Background: an optimization exercise with open tools, aiming at small area and a short achievable clock period. Do not read the settings as production practice.
No functional check of the RTL was part of this run.

$ cat design/flow/config.mk
export PLATFORM = sky130hd
export DESIGN_NAME = sigma_delta_dac_3rdorder
export DESIGN_NICKNAME = sigma_delta_dac_3rdorder
export VERILOG_FILES = /design/flow/design.v
export SDC_FILE = /design/flow/constraint.sdc
export NUM_CORES = 4
export LEC_CHECK = 0
export CAP_MARGIN = 20
export CORE_MARGIN = 2
export CORE_UTILIZATION = 60
export SETUP_SLACK_MARGIN = 3.6
export SLEW_MARGIN = 20
$ cat design/flow/constraint.sdc
create_clock -name core_clock -period 7.0 [get_ports {clk}]
set_input_delay 1.4000 -clock core_clock [delete_from_list [all_inputs] [get_ports {clk}]]
set_output_delay 1.4000 -clock core_clock [all_outputs]
set_load 0.01 [all_outputs]
$ cat design/flow/design.v
module sigma_delta_dac_3rdorder(
  input clk,
  input reset_n,
  input [15:0] d,
  output reg q
);
reg  [21:0] ao;
reg  [23:0] lr;
reg  [22:0] fr;
reg         nf23;
wire        s = ~nf23;
wire [23:0] l = lr ^ 24'd0;
wire [22:0] f = fr ^ 23'h7fe000;
wire [21:0] a_in = { {5{nf23}}, d[15], ~d[15], d[14:0] };
wire [21:0] a_sum_p = ao ^ a_in;
wire [21:0] a_sum_g0 = ao & a_in;
wire a_sum_G1 = a_sum_g0[1] | (a_sum_p[1] & a_sum_g0[0]);
wire a_sum_G2 = a_sum_g0[3] | (a_sum_p[3] & a_sum_g0[2]);
wire a_sum_P2 = a_sum_p[3] & a_sum_p[2];
wire a_sum_G3 = a_sum_g0[5] | (a_sum_p[5] & a_sum_g0[4]);
wire a_sum_P3 = a_sum_p[5] & a_sum_p[4];
wire a_sum_G4 = a_sum_g0[7] | (a_sum_p[7] & a_sum_g0[6]);
wire a_sum_P4 = a_sum_p[7] & a_sum_p[6];
wire a_sum_G5 = a_sum_g0[9] | (a_sum_p[9] & a_sum_g0[8]);
wire a_sum_P5 = a_sum_p[9] & a_sum_p[8];
wire a_sum_G6 = a_sum_g0[11] | (a_sum_p[11] & a_sum_g0[10]);
wire a_sum_P6 = a_sum_p[11] & a_sum_p[10];
wire a_sum_G7 = a_sum_g0[13] | (a_sum_p[13] & a_sum_g0[12]);
wire a_sum_P7 = a_sum_p[13] & a_sum_p[12];
wire a_sum_G8 = a_sum_g0[15] | (a_sum_p[15] & a_sum_g0[14]);
wire a_sum_P8 = a_sum_p[15] & a_sum_p[14];
wire a_sum_G9 = a_sum_g0[17] | (a_sum_p[17] & a_sum_g0[16]);
wire a_sum_P9 = a_sum_p[17] & a_sum_p[16];
wire a_sum_G10 = a_sum_g0[19] | (a_sum_p[19] & a_sum_g0[18]);
wire a_sum_P10 = a_sum_p[19] & a_sum_p[18];
wire a_sum_G11 = a_sum_g0[21] | (a_sum_p[21] & a_sum_g0[20]);
wire a_sum_P11 = a_sum_p[21] & a_sum_p[20];
wire a_sum_G12 = a_sum_G2 | (a_sum_P2 & a_sum_G1);
wire a_sum_G13 = a_sum_G4 | (a_sum_P4 & a_sum_G3);
wire a_sum_P13 = a_sum_P4 & a_sum_P3;
wire a_sum_G14 = a_sum_G6 | (a_sum_P6 & a_sum_G5);
wire a_sum_P14 = a_sum_P6 & a_sum_P5;
wire a_sum_G15 = a_sum_G8 | (a_sum_P8 & a_sum_G7);
wire a_sum_P15 = a_sum_P8 & a_sum_P7;
wire a_sum_G16 = a_sum_G10 | (a_sum_P10 & a_sum_G9);
wire a_sum_P16 = a_sum_P10 & a_sum_P9;
wire a_sum_G17 = a_sum_G13 | (a_sum_P13 & a_sum_G12);
wire a_sum_G18 = a_sum_G15 | (a_sum_P15 & a_sum_G14);
wire a_sum_P18 = a_sum_P15 & a_sum_P14;
wire a_sum_G19 = a_sum_G18 | (a_sum_P18 & a_sum_G17);
wire a_sum_G20 = a_sum_G14 | (a_sum_P14 & a_sum_G17);
wire a_sum_G21 = a_sum_G16 | (a_sum_P16 & a_sum_G19);
wire a_sum_G22 = a_sum_G3 | (a_sum_P3 & a_sum_G12);
wire a_sum_G23 = a_sum_G5 | (a_sum_P5 & a_sum_G17);
wire a_sum_G24 = a_sum_G7 | (a_sum_P7 & a_sum_G20);
wire a_sum_G25 = a_sum_G9 | (a_sum_P9 & a_sum_G19);
wire a_sum_G26 = a_sum_G11 | (a_sum_P11 & a_sum_G21);
wire a_sum_G27 = a_sum_g0[2] | (a_sum_p[2] & a_sum_G1);
wire a_sum_G28 = a_sum_g0[4] | (a_sum_p[4] & a_sum_G12);
wire a_sum_G29 = a_sum_g0[6] | (a_sum_p[6] & a_sum_G22);
wire a_sum_G30 = a_sum_g0[8] | (a_sum_p[8] & a_sum_G17);
wire a_sum_G31 = a_sum_g0[10] | (a_sum_p[10] & a_sum_G23);
wire a_sum_G32 = a_sum_g0[12] | (a_sum_p[12] & a_sum_G20);
wire a_sum_G33 = a_sum_g0[14] | (a_sum_p[14] & a_sum_G24);
wire a_sum_G34 = a_sum_g0[16] | (a_sum_p[16] & a_sum_G19);
wire a_sum_G35 = a_sum_g0[18] | (a_sum_p[18] & a_sum_G25);
wire a_sum_G36 = a_sum_g0[20] | (a_sum_p[20] & a_sum_G21);
wire [22:0] a_sum;
assign a_sum[0] = a_sum_p[0];
assign a_sum[1] = a_sum_p[1] ^ a_sum_g0[0];
assign a_sum[2] = a_sum_p[2] ^ a_sum_G1;
assign a_sum[3] = a_sum_p[3] ^ a_sum_G27;
assign a_sum[4] = a_sum_p[4] ^ a_sum_G12;
assign a_sum[5] = a_sum_p[5] ^ a_sum_G28;
assign a_sum[6] = a_sum_p[6] ^ a_sum_G22;
assign a_sum[7] = a_sum_p[7] ^ a_sum_G29;
assign a_sum[8] = a_sum_p[8] ^ a_sum_G17;
assign a_sum[9] = a_sum_p[9] ^ a_sum_G30;
assign a_sum[10] = a_sum_p[10] ^ a_sum_G23;
assign a_sum[11] = a_sum_p[11] ^ a_sum_G31;
assign a_sum[12] = a_sum_p[12] ^ a_sum_G20;
assign a_sum[13] = a_sum_p[13] ^ a_sum_G32;
assign a_sum[14] = a_sum_p[14] ^ a_sum_G24;
assign a_sum[15] = a_sum_p[15] ^ a_sum_G33;
assign a_sum[16] = a_sum_p[16] ^ a_sum_G19;
assign a_sum[17] = a_sum_p[17] ^ a_sum_G34;
assign a_sum[18] = a_sum_p[18] ^ a_sum_G25;
assign a_sum[19] = a_sum_p[19] ^ a_sum_G35;
assign a_sum[20] = a_sum_p[20] ^ a_sum_G21;
assign a_sum[21] = a_sum_p[21] ^ a_sum_G36;
assign a_sum[22] = a_sum_G26;
wire [23:0] o2 = { 2'b00, ao };
wire [23:0] o3 = { 2'b11, s, nf23, nf23, s, {8{nf23}}, ~f[22:13] };
wire [23:0] x  = l ^ o2 ^ o3;
wire [23:0] y  = { (l[22:0] & o2[22:0]) | (l[22:0] & o3[22:0]) | (o2[22:0] & o3[22:0]), 1'b1 };
wire [23:0] l_sum_p = x ^ y;
wire [23:0] l_sum_g0 = x & y;
wire l_sum_G1 = l_sum_g0[1] | (l_sum_p[1] & l_sum_g0[0]);
wire l_sum_G2 = l_sum_g0[3] | (l_sum_p[3] & l_sum_g0[2]);
wire l_sum_P2 = l_sum_p[3] & l_sum_p[2];
wire l_sum_G3 = l_sum_g0[5] | (l_sum_p[5] & l_sum_g0[4]);
wire l_sum_P3 = l_sum_p[5] & l_sum_p[4];
wire l_sum_G4 = l_sum_g0[7] | (l_sum_p[7] & l_sum_g0[6]);
wire l_sum_P4 = l_sum_p[7] & l_sum_p[6];
wire l_sum_G5 = l_sum_g0[9] | (l_sum_p[9] & l_sum_g0[8]);
wire l_sum_P5 = l_sum_p[9] & l_sum_p[8];
wire l_sum_G6 = l_sum_g0[11] | (l_sum_p[11] & l_sum_g0[10]);
wire l_sum_P6 = l_sum_p[11] & l_sum_p[10];
wire l_sum_G7 = l_sum_g0[13] | (l_sum_p[13] & l_sum_g0[12]);
wire l_sum_P7 = l_sum_p[13] & l_sum_p[12];
wire l_sum_G8 = l_sum_g0[15] | (l_sum_p[15] & l_sum_g0[14]);
wire l_sum_P8 = l_sum_p[15] & l_sum_p[14];
wire l_sum_G9 = l_sum_g0[17] | (l_sum_p[17] & l_sum_g0[16]);
wire l_sum_P9 = l_sum_p[17] & l_sum_p[16];
wire l_sum_G10 = l_sum_g0[19] | (l_sum_p[19] & l_sum_g0[18]);
wire l_sum_P10 = l_sum_p[19] & l_sum_p[18];
wire l_sum_G11 = l_sum_g0[21] | (l_sum_p[21] & l_sum_g0[20]);
wire l_sum_P11 = l_sum_p[21] & l_sum_p[20];
wire l_sum_G12 = l_sum_g0[23] | (l_sum_p[23] & l_sum_g0[22]);
wire l_sum_P12 = l_sum_p[23] & l_sum_p[22];
wire l_sum_G13 = l_sum_g0[2] | (l_sum_p[2] & l_sum_G1);
wire l_sum_G14 = l_sum_G2 | (l_sum_P2 & l_sum_G1);
wire l_sum_G15 = l_sum_g0[6] | (l_sum_p[6] & l_sum_G3);
wire l_sum_P15 = l_sum_p[6] & l_sum_P3;
wire l_sum_G16 = l_sum_G4 | (l_sum_P4 & l_sum_G3);
wire l_sum_P16 = l_sum_P4 & l_sum_P3;
wire l_sum_G17 = l_sum_g0[10] | (l_sum_p[10] & l_sum_G5);
wire l_sum_P17 = l_sum_p[10] & l_sum_P5;
wire l_sum_G18 = l_sum_G6 | (l_sum_P6 & l_sum_G5);
wire l_sum_P18 = l_sum_P6 & l_sum_P5;
wire l_sum_G19 = l_sum_g0[14] | (l_sum_p[14] & l_sum_G7);
wire l_sum_P19 = l_sum_p[14] & l_sum_P7;
wire l_sum_G20 = l_sum_G8 | (l_sum_P8 & l_sum_G7);
wire l_sum_P20 = l_sum_P8 & l_sum_P7;
wire l_sum_G21 = l_sum_g0[18] | (l_sum_p[18] & l_sum_G9);
wire l_sum_P21 = l_sum_p[18] & l_sum_P9;
wire l_sum_G22 = l_sum_G10 | (l_sum_P10 & l_sum_G9);
wire l_sum_P22 = l_sum_P10 & l_sum_P9;
wire l_sum_G23 = l_sum_g0[22] | (l_sum_p[22] & l_sum_G11);
wire l_sum_P23 = l_sum_p[22] & l_sum_P11;
wire l_sum_G24 = l_sum_G12 | (l_sum_P12 & l_sum_G11);
wire l_sum_P24 = l_sum_P12 & l_sum_P11;
wire l_sum_G25 = l_sum_g0[4] | (l_sum_p[4] & l_sum_G14);
wire l_sum_G26 = l_sum_G3 | (l_sum_P3 & l_sum_G14);
wire l_sum_G27 = l_sum_G15 | (l_sum_P15 & l_sum_G14);
wire l_sum_G28 = l_sum_G16 | (l_sum_P16 & l_sum_G14);
wire l_sum_G29 = l_sum_g0[12] | (l_sum_p[12] & l_sum_G18);
wire l_sum_P29 = l_sum_p[12] & l_sum_P18;
wire l_sum_G30 = l_sum_G7 | (l_sum_P7 & l_sum_G18);
wire l_sum_P30 = l_sum_P7 & l_sum_P18;
wire l_sum_G31 = l_sum_G19 | (l_sum_P19 & l_sum_G18);
wire l_sum_P31 = l_sum_P19 & l_sum_P18;
wire l_sum_G32 = l_sum_G20 | (l_sum_P20 & l_sum_G18);
wire l_sum_P32 = l_sum_P20 & l_sum_P18;
wire l_sum_G33 = l_sum_g0[20] | (l_sum_p[20] & l_sum_G22);
wire l_sum_P33 = l_sum_p[20] & l_sum_P22;
wire l_sum_G34 = l_sum_G11 | (l_sum_P11 & l_sum_G22);
wire l_sum_P34 = l_sum_P11 & l_sum_P22;
wire l_sum_G35 = l_sum_G23 | (l_sum_P23 & l_sum_G22);
wire l_sum_P35 = l_sum_P23 & l_sum_P22;
wire l_sum_G36 = l_sum_G24 | (l_sum_P24 & l_sum_G22);
wire l_sum_P36 = l_sum_P24 & l_sum_P22;
wire l_sum_G37 = l_sum_g0[8] | (l_sum_p[8] & l_sum_G28);
wire l_sum_G38 = l_sum_G5 | (l_sum_P5 & l_sum_G28);
wire l_sum_G39 = l_sum_G17 | (l_sum_P17 & l_sum_G28);
wire l_sum_G40 = l_sum_G18 | (l_sum_P18 & l_sum_G28);
wire l_sum_G41 = l_sum_G29 | (l_sum_P29 & l_sum_G28);
wire l_sum_G42 = l_sum_G30 | (l_sum_P30 & l_sum_G28);
wire l_sum_G43 = l_sum_G31 | (l_sum_P31 & l_sum_G28);
wire l_sum_G44 = l_sum_G32 | (l_sum_P32 & l_sum_G28);
wire l_sum_G45 = l_sum_g0[16] | (l_sum_p[16] & l_sum_G44);
wire l_sum_G46 = l_sum_G9 | (l_sum_P9 & l_sum_G44);
wire l_sum_G47 = l_sum_G21 | (l_sum_P21 & l_sum_G44);
wire l_sum_G48 = l_sum_G22 | (l_sum_P22 & l_sum_G44);
wire l_sum_G49 = l_sum_G33 | (l_sum_P33 & l_sum_G44);
wire l_sum_G50 = l_sum_G34 | (l_sum_P34 & l_sum_G44);
wire l_sum_G51 = l_sum_G35 | (l_sum_P35 & l_sum_G44);
wire l_sum_G52 = l_sum_G36 | (l_sum_P36 & l_sum_G44);
wire [24:0] l_sum;
assign l_sum[0] = l_sum_p[0];
assign l_sum[1] = l_sum_p[1] ^ l_sum_g0[0];
assign l_sum[2] = l_sum_p[2] ^ l_sum_G1;
assign l_sum[3] = l_sum_p[3] ^ l_sum_G13;
assign l_sum[4] = l_sum_p[4] ^ l_sum_G14;
assign l_sum[5] = l_sum_p[5] ^ l_sum_G25;
assign l_sum[6] = l_sum_p[6] ^ l_sum_G26;
assign l_sum[7] = l_sum_p[7] ^ l_sum_G27;
assign l_sum[8] = l_sum_p[8] ^ l_sum_G28;
assign l_sum[9] = l_sum_p[9] ^ l_sum_G37;
assign l_sum[10] = l_sum_p[10] ^ l_sum_G38;
assign l_sum[11] = l_sum_p[11] ^ l_sum_G39;
assign l_sum[12] = l_sum_p[12] ^ l_sum_G40;
assign l_sum[13] = l_sum_p[13] ^ l_sum_G41;
assign l_sum[14] = l_sum_p[14] ^ l_sum_G42;
assign l_sum[15] = l_sum_p[15] ^ l_sum_G43;
assign l_sum[16] = l_sum_p[16] ^ l_sum_G44;
assign l_sum[17] = l_sum_p[17] ^ l_sum_G45;
assign l_sum[18] = l_sum_p[18] ^ l_sum_G46;
assign l_sum[19] = l_sum_p[19] ^ l_sum_G47;
assign l_sum[20] = l_sum_p[20] ^ l_sum_G48;
assign l_sum[21] = l_sum_p[21] ^ l_sum_G49;
assign l_sum[22] = l_sum_p[22] ^ l_sum_G50;
assign l_sum[23] = l_sum_p[23] ^ l_sum_G51;
assign l_sum[24] = l_sum_G52;
wire [4:0]  fh = { s, f[22:19] } + { nf23, nf23, nf23, nf23, 1'b1 };
wire [23:0] fc = { fh, f[18:0] };
wire [23:0] xs = { 1'b0, x[23:1] };
wire [23:0] ys = { 1'b0, y[23:1] };
wire [23:0] s1 = fc ^ xs ^ ys;
wire [23:0] c1 = (fc & xs) | (fc & ys) | (xs & ys);
wire [23:0] c1s = { c1[22:0], x[0] };
wire [23:0] t_p = s1 ^ c1s;
wire [23:0] t_g0 = s1 & c1s;
wire t_G1 = t_g0[1] | (t_p[1] & t_g0[0]);
wire t_G2 = t_g0[3] | (t_p[3] & t_g0[2]);
wire t_P2 = t_p[3] & t_p[2];
wire t_G3 = t_g0[5] | (t_p[5] & t_g0[4]);
wire t_P3 = t_p[5] & t_p[4];
wire t_G4 = t_g0[7] | (t_p[7] & t_g0[6]);
wire t_P4 = t_p[7] & t_p[6];
wire t_G5 = t_g0[9] | (t_p[9] & t_g0[8]);
wire t_P5 = t_p[9] & t_p[8];
wire t_G6 = t_g0[11] | (t_p[11] & t_g0[10]);
wire t_P6 = t_p[11] & t_p[10];
wire t_G7 = t_g0[13] | (t_p[13] & t_g0[12]);
wire t_P7 = t_p[13] & t_p[12];
wire t_G8 = t_g0[15] | (t_p[15] & t_g0[14]);
wire t_P8 = t_p[15] & t_p[14];
wire t_G9 = t_g0[17] | (t_p[17] & t_g0[16]);
wire t_P9 = t_p[17] & t_p[16];
wire t_G10 = t_g0[19] | (t_p[19] & t_g0[18]);
wire t_P10 = t_p[19] & t_p[18];
wire t_G11 = t_g0[21] | (t_p[21] & t_g0[20]);
wire t_P11 = t_p[21] & t_p[20];
wire t_G12 = t_g0[23] | (t_p[23] & t_g0[22]);
wire t_P12 = t_p[23] & t_p[22];
wire t_G13 = t_g0[2] | (t_p[2] & t_G1);
wire t_G14 = t_G2 | (t_P2 & t_G1);
wire t_G15 = t_g0[6] | (t_p[6] & t_G3);
wire t_P15 = t_p[6] & t_P3;
wire t_G16 = t_G4 | (t_P4 & t_G3);
wire t_P16 = t_P4 & t_P3;
wire t_G17 = t_g0[10] | (t_p[10] & t_G5);
wire t_P17 = t_p[10] & t_P5;
wire t_G18 = t_G6 | (t_P6 & t_G5);
wire t_P18 = t_P6 & t_P5;
wire t_G19 = t_g0[14] | (t_p[14] & t_G7);
wire t_P19 = t_p[14] & t_P7;
wire t_G20 = t_G8 | (t_P8 & t_G7);
wire t_P20 = t_P8 & t_P7;
wire t_G21 = t_g0[18] | (t_p[18] & t_G9);
wire t_P21 = t_p[18] & t_P9;
wire t_G22 = t_G10 | (t_P10 & t_G9);
wire t_P22 = t_P10 & t_P9;
wire t_G23 = t_g0[22] | (t_p[22] & t_G11);
wire t_P23 = t_p[22] & t_P11;
wire t_G24 = t_G12 | (t_P12 & t_G11);
wire t_P24 = t_P12 & t_P11;
wire t_G25 = t_g0[4] | (t_p[4] & t_G14);
wire t_G26 = t_G3 | (t_P3 & t_G14);
wire t_G27 = t_G15 | (t_P15 & t_G14);
wire t_G28 = t_G16 | (t_P16 & t_G14);
wire t_G29 = t_g0[12] | (t_p[12] & t_G18);
wire t_P29 = t_p[12] & t_P18;
wire t_G30 = t_G7 | (t_P7 & t_G18);
wire t_P30 = t_P7 & t_P18;
wire t_G31 = t_G19 | (t_P19 & t_G18);
wire t_P31 = t_P19 & t_P18;
wire t_G32 = t_G20 | (t_P20 & t_G18);
wire t_P32 = t_P20 & t_P18;
wire t_G33 = t_g0[20] | (t_p[20] & t_G22);
wire t_P33 = t_p[20] & t_P22;
wire t_G34 = t_G11 | (t_P11 & t_G22);
wire t_P34 = t_P11 & t_P22;
wire t_G35 = t_G23 | (t_P23 & t_G22);
wire t_P35 = t_P23 & t_P22;
wire t_G36 = t_G24 | (t_P24 & t_G22);
wire t_P36 = t_P24 & t_P22;
wire t_G37 = t_g0[8] | (t_p[8] & t_G28);
wire t_G38 = t_G5 | (t_P5 & t_G28);
wire t_G39 = t_G17 | (t_P17 & t_G28);
wire t_G40 = t_G18 | (t_P18 & t_G28);
wire t_G41 = t_G29 | (t_P29 & t_G28);
wire t_G42 = t_G30 | (t_P30 & t_G28);
wire t_G43 = t_G31 | (t_P31 & t_G28);
wire t_G44 = t_G32 | (t_P32 & t_G28);
wire t_G45 = t_g0[16] | (t_p[16] & t_G44);
wire t_G46 = t_G9 | (t_P9 & t_G44);
wire t_G47 = t_G21 | (t_P21 & t_G44);
wire t_G48 = t_G22 | (t_P22 & t_G44);
wire t_G49 = t_G33 | (t_P33 & t_G44);
wire t_G50 = t_G34 | (t_P34 & t_G44);
wire t_G51 = t_G35 | (t_P35 & t_G44);
wire t_G52 = t_G36 | (t_P36 & t_G44);
wire [24:0] t;
assign t[0] = t_p[0];
assign t[1] = t_p[1] ^ t_g0[0];
assign t[2] = t_p[2] ^ t_G1;
assign t[3] = t_p[3] ^ t_G13;
assign t[4] = t_p[4] ^ t_G14;
assign t[5] = t_p[5] ^ t_G25;
assign t[6] = t_p[6] ^ t_G26;
assign t[7] = t_p[7] ^ t_G27;
assign t[8] = t_p[8] ^ t_G28;
assign t[9] = t_p[9] ^ t_G37;
assign t[10] = t_p[10] ^ t_G38;
assign t[11] = t_p[11] ^ t_G39;
assign t[12] = t_p[12] ^ t_G40;
assign t[13] = t_p[13] ^ t_G41;
assign t[14] = t_p[14] ^ t_G42;
assign t[15] = t_p[15] ^ t_G43;
assign t[16] = t_p[16] ^ t_G44;
assign t[17] = t_p[17] ^ t_G45;
assign t[18] = t_p[18] ^ t_G46;
assign t[19] = t_p[19] ^ t_G47;
assign t[20] = t_p[20] ^ t_G48;
assign t[21] = t_p[21] ^ t_G49;
assign t[22] = t_p[22] ^ t_G50;
assign t[23] = t_p[23] ^ t_G51;
assign t[24] = t_G52;
always @(negedge reset_n or posedge clk)
  if (!reset_n) begin
    ao   <= 22'h200000;
    lr   <= 24'd0;
    fr   <= 23'h7fe000;
    nf23 <= 1'b1;
    q    <= 1'b0;
  end else begin
    ao   <= a_sum[21:0];
    lr   <= l_sum[23:0] ^ 24'd0;
    fr   <= t[22:0] ^ 23'h7fe000;
    nf23 <= ~(t[23] ^ l_sum[23] ^ l_sum[24]);
    q    <= nf23;
  end
endmodule
$ cat design/flow/flow/run.sh
#!/bin/bash
# The standard layout (standard.sh) with changes to how it is made:
#  - clock tree synthesis with its own options (below), without dummy loads;
#  - port buffers of the smallest buffer cell (every port still gets one);
#  - extra make settings: 
# Each tool's full output is in the ORFS logs under orfs/logs; make's own
# output is in standard.log.
bash standard.sh \
  "CTS_ARGS=-sink_clustering_enable -repair_clock_nets -buf_list sky130_fd_sc_hd__clkbuf_8 -dont_use_dummy_load" \
  "BUFFER_PORTS_ARGS=-buffer_cell sky130_fd_sc_hd__buf_1" \
   \
  finish > standard.log 2>&1
$ cat design/flow/standard.sh
#!/bin/bash
# synth_recipe.tcl (not shown) runs the flow's synth.tcl, then flattens the netlist and writes it again
# the make line also repeats each setting of config.mk as NAME=value (left out here)
make -C /OpenROAD-flow-scripts/flow DESIGN_CONFIG=/design/flow/config.mk WORK_HOME=/design/flow/orfs CLKGATE_MAP_FILE= SYNTH_SCRIPT=/design/flow/synth_recipe.tcl "${@:-finish}"
==> run summary <==
==> state kept, by name, summed over array words and instances, names as in the netlist <==
signal,count
ao,22
fr,23
lr,24
nf23,1
q,1
==> kinds of logic after synthesis <==
kind of cell	after synthesis
AO/OA/AOI/OAI	77
XOR/XNOR	46
adder cells (fa/ha/maj)	135
buffers and inverters	72
flip-flops	71
AND/OR/NAND/NOR	85
==> cell type report <==
class,instances,share of cell area (%)
sequential,71,27.9
multi-input combinational,343,59.0
inverter,72,4.19
clock buffer,9,1.92
tap,111,2.15
timing repair buffer,44,4.87
==> metrics by stage <==
step	area, sq um	utilization [%]
detailed placement	5930	64.7
floorplan	5720	-
finish	6450	70.5
CTS	6230	68.0
global placement	5930	64.7
global route	6450	70.5
==> how the worst min path moves through the flow <==
stage                          from              end  depth (start not counted)
finish              ao[0]$_DFF_PN0_  ao[0]$_DFF_PN0_                          1
global route        ao[0]$_DFF_PN0_  ao[0]$_DFF_PN0_                          1
CTS                 ao[0]$_DFF_PN0_  ao[0]$_DFF_PN0_                          1
detailed placement  ao[0]$_DFF_PN0_  ao[0]$_DFF_PN0_                          1
global placement    ao[0]$_DFF_PN0_  ao[0]$_DFF_PN0_                          1
floorplan           ao[0]$_DFF_PN0_  ao[0]$_DFF_PN0_                          1
==> metal layers <==
metal / vias up / global-route usage (%) / routed length [microns]
met4: 0 / 6.24 / 127
met1: 1796 / 34.6 / 5360
met3: 9 / 4.37 / 196
met2: 27 / 37.4 / 5140
met5: - / 0 / 0
li1: 1714 / - / -
==> layout by cell type, fill, tap and decap left out, drive strengths merged, types with 2 or more instances in the layout <==
| cell | count |
|---|---|
| nor2 | 22 |
| o211ai | 3 |
| nor3 | 5 |
| o21a | 2 |
| dfstp | 12 |
| o21ai | 17 |
| nand2 | 15 |
| xnor2 | 23 |
| and3 | 4 |
| a21oi | 19 |
| a211oi | 4 |
| and2 | 3 |
| nand2b | 8 |
| fa | 67 |
| inv | 72 |
| xor2 | 23 |
| a221oi | 2 |
| dfrtp | 59 |
| or3 | 3 |
| a21o | 18 |
| buf | 43 |
| and4 | 4 |
| or2 | 3 |
| clkbuf | 10 |
| ha | 68 |
| nor2b | 5 |
| nand4 | 2 |
| nand3 | 10 |
==> cell usage after synthesis (all sizes together), types with 2 or more instances <==
cell,n
o21a,2
and2,3
o211ai,3
inv,72
and4,4
xnor2,23
ha,68
or3,3
fa,67
nor3,5
a21o,18
a211oi,4
nand4,2
a221oi,2
and3,4
nand2b,8
dfstp,12
a21oi,19
xor2,23
nor2,22
nand3,10
o21ai,17
or2,3
nand2,15
nor2b,5
dfrtp,59
==> timing repair <==
item | in CTS | in global routing
gates resized for setup | 13 | 33
endpoints found under the setup margin | 16 | 25
pin swaps | 17 | 24
buffers inserted | 16 | 10
hold buffers | 0 | 0
==> summary.txt <==
Outcome
  – Status: timing/DRC/antenna clean

Clock tree
  – Insertion delay to the later sink of the worst-skew pair: between 0.3 and 0.4 ns
  – Max Root-Sink Buffers: 2
  – Num CTS Buffers: 9
  – H-tree Lvls: 3
  – CTS sink cnt: 71
  – Clock transition at path regs: 0.08 ns
  – Root Driver: clkbuf_8
  – CTS tree: done

Synth
  – Synth Warn #: 1
  – Post-synth ARST share: 100%
  – Post-synth cell types: 42
  – Xor-xnor portion of the synthesized cell area: 7.15%
  – Post-Synth Adder-Cell Area: 38.9%
  – Ys flop type: dfrtp_1
  – Synth Area in Simple Gates: 7.73%
  – Mapped Area: 0.00563 sq mm
  – Synth area leaders: dfrtp_1 (26%), fa_1 (24%), ha_1 (15%), dfstp_2 (5.6%), inv_1 (4.8%)
  – Synth Area in Compound Gates: 9.60%
  – Mean Syn Cell Area: approximately 12 sq um
  – Register area share after synthesis: a little under a third
  – Post-Syn Nets: 639
  – Largest family of logic cells by synthesized area: adder cells
  – Number of synthesized flops with an enable pin: 0
  – Synth area leader: dfrtp_1
  – Yosys top cell area share: 26.2%
  – Mux contribution to synthesized area: 0%
  – Mapped Cells: 486
  – Seq cells post-synth: between 70 and 80

Worst setup path
  – Reg2reg start: fr[14]$_DFF_PN1_
  – Critical path endpoint: fr[20]$_DFF_PN1_
  – R2R setup slack: 3.25 ns
  – Worst Setup End Kind: flop
  – Slowest stage delay, CP: 0.54 ns
  – Worst path depth: 15
  – CP cell instances: fa_1 > fa_1 > ha_2 > fa_2 > a211oi_4 > o21ai_2 > and3_4 > o211ai_4 > o211ai_2 > buf_4 > buf_6 > and2_4 > o21a_1 > nor3_2 > or2_4
  – Critical path origin: fr[14]$_DFF_PN1_
  – Slowest cell on crit path: dfstp_2
  – Max Fanout on Critical Path: 3
  – Reg2reg end: fr[20]$_DFF_PN1_
  – Reg2reg path depth: 15
  – CP top delay family: adder cells
  – CP Launch Type: flop
  – Arrival @ worst endpoint: 4.06 ns
  – Critical path's most frequent cell: fa_1
  – Buf+Inv Stages, Crit Path: 2
  – Worst EP required: 7.31 ns
  – Critical path class: reg2reg

Routing
  – Final antenna-violating net count: 0
  – Total iterations of the first detailed-routing run: 4
  – WL/cell: 16.7 microns
  – DR vias/cell: 5.46
  – Iteration-0 DRC Markers: 60
  – Aggregate routed wire length: 10800 microns
  – Vias post-DR: 3546
  – Residual DRC: 0

Layout
  – Register area: 0.00180 sq mm
  – ANT cells: 0
  – Area occupied by multi-input gates: 0.00380 sq mm
  – Filler cell count in the final layout: about 670
  – Nets: 694
  – Area grow syn2layout: 14.5%
  – Post-Layout Cell Count: 650
  – Layout cells sized above 1: 19.3%

STA
  – Max-slew headroom: 37.0%
  – Hold Slack: between 0.6 and 0.7 ns
  – Final Cycle Share: 53.6%
  – Worst-margin pin slew: 0.945 ns
  – RSZ-0062 raised after global routing: true
  – Final Slew Violations: 0
  – FMAX: 0.267 GHz
  – Sum of negative setup slack: 0 ns
  – Final setup fails: 0
  – Final Hold Viols: 0
  – Tmin final: 3.75 ns
  – Setup slack after layout: 3.25 ns
  – Clock skew: 0.0153 ns

Global routing
  – All-layer global routing usage: between 20% and 30%
  – Global-route wire length before repair: 18200 microns
  – Largest net degree at the start of global routing: 72
  – Grt total ovfl: 0
  – Initial antenna violation count: 0
  – Vias in the first global route: 3776

Floorplanning
  – Standard-cell rows: 35
  – Core ar.: approximately 0.009 sq mm
  – # IOs: 19
  – Die width: 101 microns
  – Full die area: 0.0102 sq mm
  – Die Ht: around 100 microns
  – Initial Util: 61.5%

Run
  – Max Cap Viol: 0

Placed design
  – # port buffers: 18
  – Placed cells: roughly 600
  – Detailed Place HPWL: 8120 microns
  – GPL Wtd Cong: between 0.7 and 0.8
  – Place WS: 2.97 ns

Hold path
  – Hold crit path type: reg2reg

## re-timing with driven ports
In the flow no input, the clock included, has a driving cell. The finished layout below was timed again as built, in two steps.
Step 1, drivers: a clkbuf_16 drives clk and a buf_2 each remaining input, both assumed.
Step 2 times the ports against the registers' clock, not the clock port: input delays grow and output delays shrink by t, the midpoint of the rising clock arrivals with the driver on.
a / b / c = no drivers / after step 1 / after step 2; a / b = the first two.
shift t [ns]: 0.383
slack for setup (ns): 3.250 / 3.250 / 2.959
worst hold slack (ns): 0.612 / 0.612 / 0.612
worst setup path at the end: input to register
clock arrival spread, ns: 0.015 / 0.015
After both steps setup and hold are still met in this run. The setup slack of this run moves by 0.000 ns with the drivers and by -0.291 ns with both steps.
